What follows belongs to an exercise in optimizing a design on an open flow for small area, a short achievable clock period and few clock cycles; a production flow would make more cautious choices.
Only simulation tests tie the RTL to the original design; equivalence was not proved.
No activity file was given, so power comes from the tool's default toggle rates.

==> flow/design.v <==
module pq_le12 (
  input  [11:0] na,    
  input  [11:0] b,
  output        le
);
  wire [11:0] g = b & na;
  wire [11:0] p = b | na;
  wire [5:0]  g1, p1;
  wire [2:0]  g2, p2;
  genvar j;
  generate
    for (j = 0; j < 6; j = j + 1) begin : g_l1
      assign g1[j] = g[2*j+1] | (p[2*j+1] & g[2*j]);
      assign p1[j] = p[2*j+1] & p[2*j];
    end
    for (j = 0; j < 3; j = j + 1) begin : g_l2
      assign g2[j] = g1[2*j+1] | (p1[2*j+1] & g1[2*j]);
      assign p2[j] = p1[2*j+1] & p1[2*j];
    end
  endgenerate
  assign le = g2[2] | (p2[2] & (g2[1] | (p2[1] & (g2[0] | p2[0]))));
endmodule
module pq_slotmux #(parameter W = 18) (
  input          selL,
  input          selN,
  input          selR,
  input          selH,
  input  [W-1:0] left,
  input  [W-1:0] newe,
  input  [W-1:0] right,
  input  [W-1:0] hold,
  output [W-1:0] out
);
  assign out = ({W{selL}} & left) | ({W{selN}} & newe) |
               ({W{selR}} & right) | ({W{selH}} & hold);
endmodule
module pq_prefix_or #(parameter N = 33) (
  input  [N-1:0] x,
  output [N-1:0] y
);
  localparam L = 6;            
  wire [N-1:0] t [0:L];
  assign t[0] = x;
  genvar k, i;
  generate
    for (k = 0; k < L; k = k + 1) begin : g_lvl
      for (i = 0; i < N; i = i + 1) begin : g_bit
        if ((i >> k) & 1) begin : g_or
          assign t[k+1][i] = t[k][i] | t[k][((i >> (k+1)) << (k+1)) + (1 << k) - 1];
        end else begin : g_pass
          assign t[k+1][i] = t[k][i];
        end
      end
    end
  endgenerate
  assign y = t[L];
endmodule
module PriorityQueue (
  input         clock,
  input         reset,
  output        io_head_valid,
  output        io_head_none,
  output [7:0]  io_head_prio_cycle,
  output [3:0]  io_head_prio_superCycle,
  output [5:0]  io_head_refID,
  input         io_cmd_valid,
  input         io_cmd_op,
  input  [7:0]  io_cmd_prio_cycle,
  input  [3:0]  io_cmd_prio_superCycle,
  input  [5:0]  io_cmd_refID,
  output        io_cmd_done,
  output        io_cmd_result,
  output [7:0]  io_cmd_rm_prio_cycle,
  output [3:0]  io_cmd_rm_prio_superCycle
);
  localparam N = 33;
  localparam W = 18;             
  reg  [W-1:0] s [0:N-1];
  reg          pValid;           
  reg          pOp;
  reg  [W-1:0] pElem;            
  reg  [N-1:0] le;               
  reg  [N-1:0] match;            
  reg  [5:0]   clrCnt;           
  reg          idle;             
  reg  [W-1:0] headReg;
  reg          headNone;
  reg          headValid;
  reg          resultReg;
  reg  [11:0]  rmPrioReg;
  wire clearNext = reset | (~idle & (clrCnt != 6'd1));
  wire         full = ~&s[N-1][5:0];
  wire         ins = pValid & pOp & ~full;
  wire         rem = pValid & ~pOp;
  wire [N-1:0] after;    
  wire [W-1:0] sn [0:N-1];
  wire [11:0]  ck = {io_cmd_prio_superCycle, io_cmd_prio_cycle};
  wire [11:0]  nck = ~ck;
  wire [W-1:0] cElem = {ck, io_cmd_refID};
  wire         cValid = io_cmd_valid & idle;
  wire [N-1:0] cLe;      
  wire [N-1:0] cMatch;   
  wire [11:0]  cRm [0:N-1];    
  wire [N-1:0] eqS;      
  wire         eqP = pElem[5:0] == io_cmd_refID;
  wire         pRemSame = pValid & ~pOp & eqP;
  wire         pInsSame = pValid & pOp & ~full & eqP;
  pq_prefix_or #(.N(N)) u_after (.x(match), .y(after));
  genvar i;
  generate
    for (i = 0; i < N; i = i + 1) begin : g_slot
      if (i == 0) begin : g_first
        assign cRm[i] = {12{eqS[i]}} & s[i][17:6];
      end else begin : g_rest
        assign cRm[i] = cRm[i-1] | ({12{eqS[i]}} & s[i][17:6]);
      end
      wire [W-1:0] left  = (i == 0) ? {W{1'b0}} : s[(i == 0) ? 0 : i-1];
      wire [W-1:0] right = (i == N-1) ? {W{1'b1}} : s[(i == N-1) ? i : i+1];
      wire         lle   = (i == 0) ? 1'b0 : le[(i == 0) ? 0 : i-1];
      wire selL = ins & lle;
      wire selN = ins & le[i] & ~lle;
      wire selR = rem & after[i];
      wire selH = ~(selL | selN | selR);
      pq_slotmux #(.W(W)) u_mux (
        .selL(selL), .selN(selN), .selR(selR), .selH(selH),
        .left(left), .newe(pElem), .right(right), .hold(s[i]), .out(sn[i])
      );
      if (i == N-1) begin : g_lelast
        assign cLe[i] = 1'b1;
      end else begin : g_le
        pq_le12 u_le (.na(nck), .b(sn[i][17:6]), .le(cLe[i]));
      end
      assign eqS[i] = s[i][5:0] == io_cmd_refID;
      wire eqLeft  = (i == 0) ? 1'b0 : eqS[(i == 0) ? 0 : i-1];
      wire eqRight = (i == N-1) ? 1'b0 : eqS[(i == N-1) ? i : i+1];
      assign cMatch[i] = (selL & eqLeft) | (selN & eqP) | (selR & eqRight) | (selH & eqS[i]);
      always @(posedge clock) begin
        s[i] <= sn[i];
        le[i] <= cLe[i];
        match[i] <= cMatch[i] | ((i == 0) & clearNext);
      end
    end
  endgenerate
  wire fullN = ~&sn[N-1][5:0];
  wire cIns = cValid & io_cmd_op & ~fullN & cLe[0];
  wire cRemHead = cValid & ~io_cmd_op & cMatch[0];
  wire [W-1:0] headNext = cIns ? cElem : cRemHead ? sn[1] : sn[0];
  wire headNoneNext = ~cIns & (cRemHead ? &sn[1][5:0] : &sn[0][5:0]);
  always @(posedge clock) begin
    pValid <= clearNext | (cValid & ~reset);
    pOp <= io_cmd_op & ~clearNext;
    pElem <= cElem;
    headReg <= headNext;
    headNone <= headNoneNext;
    headValid <= ~headNoneNext;
    resultReg <= io_cmd_op ? fullN : (pRemSame | (~pInsSame & ~|eqS));
    rmPrioReg <= pRemSame ? 12'd0 : pInsSame ? pElem[17:6] : cRm[N-1];
    if (reset) begin
      clrCnt <= N;
      idle <= 1'b0;
    end else if (!idle) begin
      clrCnt <= clrCnt - 6'd1;
      idle <= clrCnt == 6'd1;
    end
  end
  assign io_cmd_done = idle;
  assign io_cmd_result = resultReg;
  assign io_cmd_rm_prio_superCycle = rmPrioReg[11:8];
  assign io_cmd_rm_prio_cycle = rmPrioReg[7:0];
  assign io_head_none = headNone;
  assign io_head_valid = headValid;
  assign io_head_prio_superCycle = headReg[17:14];
  assign io_head_prio_cycle = headReg[13:6];
  assign io_head_refID = headReg[5:0];
endmodule
==> flow/config.mk <==
export PLATFORM = sky130hd
export DESIGN_NAME = PriorityQueue
export DESIGN_NICKNAME = PriorityQueue
export VERILOG_FILES = /design/flow/design.v
export SDC_FILE = /design/flow/constraint.sdc
export NUM_CORES = 4
export LEC_CHECK = 0
export CAP_MARGIN = 20
export CORE_MARGIN = 2
export CORE_UTILIZATION = 45
export CTS_BUF_LIST = sky130_fd_sc_hd__clkbuf_8
export SLEW_MARGIN = 20
export SYNTH_HIERARCHICAL = 1
export TNS_END_PERCENT = 0
==> flow/constraint.sdc <==
create_clock -name core_clock -period 12.0 [get_ports {clock}]
set_input_delay 2.4000 -clock core_clock [delete_from_list [all_inputs] [get_ports {clock}]]
set_output_delay 2.4000 -clock core_clock [all_outputs]
set_load 0.01 [all_outputs]
standard.sh (not shown) runs the stock make flow with config.mk's settings and CLKGATE_MAP_FILE= SYNTH_SCRIPT=/design/flow/synth_recipe.tcl, a recipe that flattens the netlist after the stock synthesis.
==> flow/flow/run.sh <==
#!/bin/bash
set -euo pipefail
MARGIN=$(cat flow/margin.txt)
bash standard.sh SETUP_SLACK_MARGIN=$MARGIN \
  "BUFFER_PORTS_ARGS=-buffer_cell sky130_fd_sc_hd__buf_4" finish > flow_make.log 2>&1
==> flow/flow/margin.txt <==
8.8
Testbench counts at the start, summed over its fixed seeds: cycles 3,200.
Edit:
==> flow/flow/margin.txt (replaced) <==
8.4
The changed run passed the timing, DRC and antenna checks.
Die area stays the same.
Sequential share of layout area does not change.
Flip-flop and latch count stays the same.
Routed wire length does not change.
Worst hold slack stays the same.
Power does not change.
Fmax stays the same.
Clock-buffer cell count stays the same.

[static timing again, ports no longer ideal]
How much do the figures lean on ideal ports? The routed layouts below were timed once more, with nothing changed but the port constraints. Step 1 assumes that a clkbuf_16 drives the clock port and a buf_2 every other input. Step 2 also shifts input and output timing later by t, the mid clock arrival at the registers, as if the neighbouring blocks saw the same clock. Three values: ideal, step 1, step 2; two values: the first two.
run | t, ns | slack for setup (ns) | hold slack, ns | pins driven straight from the clock port
the first run | 0.907 | 8.156 / 8.165 / 7.258 | 0.525 / 0.525 / 0.525 | 1
the second run | 0.907 | 8.156 / 8.165 / 7.258 | 0.525 / 0.525 / 0.525 | 1
After both steps setup and hold are still met in every run listed.
